This design comes from an exercise in tuning for small area and a short achievable clock period on the open sky130 flow, not from production work. Function was checked by simulation only, so behaviour that the tests miss may differ from the original.

## softermax
module softermax (
    input clk,
    input  [79:0] unnormed_in,
    output [319:0] final_softmax
);
Size in the first run: about 13,000 cells after synthesis, about 400 I/O pins, roughly 100,000 µm² of cells after synthesis.
clock: 17.5 ns
lec_check: 0
abc_area: 1
cap_margin: 20
core_margin: 2
core_utilization: 40
slew_margin: 20
standard.sh (not shown) runs the stock make flow with config.mk's settings and CLKGATE_MAP_FILE= SYNTH_SCRIPT=/design/flow/synth_recipe.tcl, a recipe that flattens the netlist after the stock synthesis.
==> flow/flow/run.sh <==
#!/bin/bash
# The standard layout (the standard.sh: the standard synthesis, then ORFS from
# floorplan to finish) with these changes to how it is made:
#  - after the standard synthesis, fapol.py sets the polarity of each full adder
#    (a full adder is self-dual) so that fewer inverters sit between adders; it
#    touches only inverters and adder input wiring, never a register or port;
#  - every port is still buffered, but with a plain buffer cell rather than the
#    delay cell buffer_ports picks on its own;
#  - ORFS's timing repair is asked to keep a setup margin, so that it sizes and
#    buffers the worst paths (the SDC and clock period stay the design's).
# Each tool's output goes to a log of its own here (synth.log, fapol.log,
# layout.log) and to ORFS's logs under orfs/logs.
set -euo pipefail
RES=orfs/results/${FLOW_PLATFORM:-sky130hd}/softermax/base
bash standard.sh synth > synth.log 2>&1
if python3 flow/fapol.py "$RES/1_2_yosys.v" "$RES/1_2_yosys.fapol.v" > fapol.log 2>&1; then
  cp "$RES/1_2_yosys.v" "$RES/1_2_yosys.standard.v"
  mv "$RES/1_2_yosys.fapol.v" "$RES/1_2_yosys.v"
  rm -f "$RES/1_synth.odb" "$RES/1_synth.sdc"
fi
bash standard.sh SETUP_SLACK_MARGIN=11.5 TNS_END_PERCENT=5 \
  "BUFFER_PORTS_ARGS=-buffer_cell sky130_fd_sc_hd__buf_1" finish > layout.log 2>&1
Other scripts of this flow, unchanged in this note and not shown: flow/flow/fapol.py
The starting point went through all stages and came out clean.
Next try:
--- a/flow/flow/run.sh
+++ b/flow/flow/run.sh
@@ -21 +21 @@
-bash standard.sh SETUP_SLACK_MARGIN=11.5 TNS_END_PERCENT=5 \
+bash standard.sh SETUP_SLACK_MARGIN=11 TNS_END_PERCENT=0 \
Outcome: The changed run went through all stages and came out clean. Core utilization goes up by 0.13 points. Design area barely changes. Clock skew goes up by 19 ps. Global-route usage rose by 0.63 points. Worst setup slack gains 170 ps. Routed wire length rises by 1.4%. First-iteration DRC count grows by about 5.6%.


Another version of the RTL of softermax (not shown whole).
For scale: ~13000 cells after synthesis, ~400 I/O pins, ~100000 um^2 of cells after synthesis.
Settings: LEC_CHECK=0, ABC_AREA=1, CAP_MARGIN=10, CORE_MARGIN=2, CORE_UTILIZATION=40, SLEW_MARGIN=10; clock period 17.5 ns.
==> flow/flow/run.sh <==
#!/bin/bash
# The standard layout (the standard.sh: the standard synthesis, then ORFS from
# floorplan to finish) with these changes to how it is made:
#  - after the standard synthesis, fapol.py sets the polarity of each full adder
#    (a full adder is self-dual) so that fewer inverters sit between adders; it
#    touches only inverters and adder input wiring, never a register or port;
#  - every port is still buffered, but with a plain buffer cell rather than the
#    delay cell buffer_ports picks on its own;
#  - ORFS's timing repair is asked to keep a setup margin, so that it sizes and
#    buffers the worst paths (the SDC and clock period stay the design's).
# Each tool's output goes to a log of its own here (synth.log, fapol.log,
# layout.log) and to ORFS's logs under orfs/logs.
set -euo pipefail
RES=orfs/results/${FLOW_PLATFORM:-sky130hd}/softermax/base
bash standard.sh synth > synth.log 2>&1
if python3 flow/fapol.py "$RES/1_2_yosys.v" "$RES/1_2_yosys.fapol.v" > fapol.log 2>&1; then
  cp "$RES/1_2_yosys.v" "$RES/1_2_yosys.standard.v"
  mv "$RES/1_2_yosys.fapol.v" "$RES/1_2_yosys.v"
  rm -f "$RES/1_synth.odb" "$RES/1_synth.sdc"
fi
bash standard.sh SETUP_SLACK_MARGIN=11 TNS_END_PERCENT=0 \
  "BUFFER_PORTS_ARGS=-buffer_cell sky130_fd_sc_hd__buf_1" finish > layout.log 2>&1
Other scripts of this flow, unchanged in this note and not shown: flow/flow/fapol.py
==> next run, changes <==
--- a/flow/flow/run.sh
+++ b/flow/flow/run.sh
@@ -20,3 +20,3 @@
 fi
-bash standard.sh SETUP_SLACK_MARGIN=11 TNS_END_PERCENT=0 \
+bash standard.sh SETUP_SLACK_MARGIN=12 TNS_END_PERCENT=0 \
   "BUFFER_PORTS_ARGS=-buffer_cell sky130_fd_sc_hd__buf_1" finish > layout.log 2>&1
--- a/flow/config.mk
+++ b/flow/config.mk
@@ -8,5 +8,5 @@
 export ABC_AREA = 1
-export CAP_MARGIN = 10
+export CAP_MARGIN = 20
 export CORE_MARGIN = 2
 export CORE_UTILIZATION = 40
-export SLEW_MARGIN = 10
+export SLEW_MARGIN = 20
Wire length barely changes.
Die area is unchanged.
Flip-flop and latch count stays the same.
Worst setup slack gets better by 0.14 ns.

static timing again, ports no longer ideal:
How much do the figures lean on ideal ports? The routed layouts below were timed once more, with nothing changed but the port constraints.
Step 1, drivers: a clkbuf_16 drives clk and a buf_2 each remaining input, both assumed.
Step 2 adds t to the input delays and takes it off the output delays; t is the mean of the earliest and latest rising clock arrival at the registers after step 1. Input paths then give back, and output paths get back, about the clock's delay inside the block.
Three values: no drivers, after step 1, after step 2; two values: the first two.
| run | t, ns | setup WS [ns] | worst data-port slew with drivers (ns) |
|---|---|---|---|
| the first run of note 1 | 0.837 | 10.336 / 10.375 / 9.537 | 0.12 |
| the second run of note 1 | 0.873 | 10.506 / 10.579 / 9.706 | 0.11 |
| the first run of note 2 | 0.855 | 10.202 / 10.202 / 9.700 | 0.05 |
| the second run of note 2 | 0.854 | 10.339 / 10.339 / 9.695 | 0.05 |
After both steps every run listed still meets setup and hold. The setup slack of the second run of note 1, which loses most, moves by +0.073 ns with the drivers and by -0.800 ns with both steps.
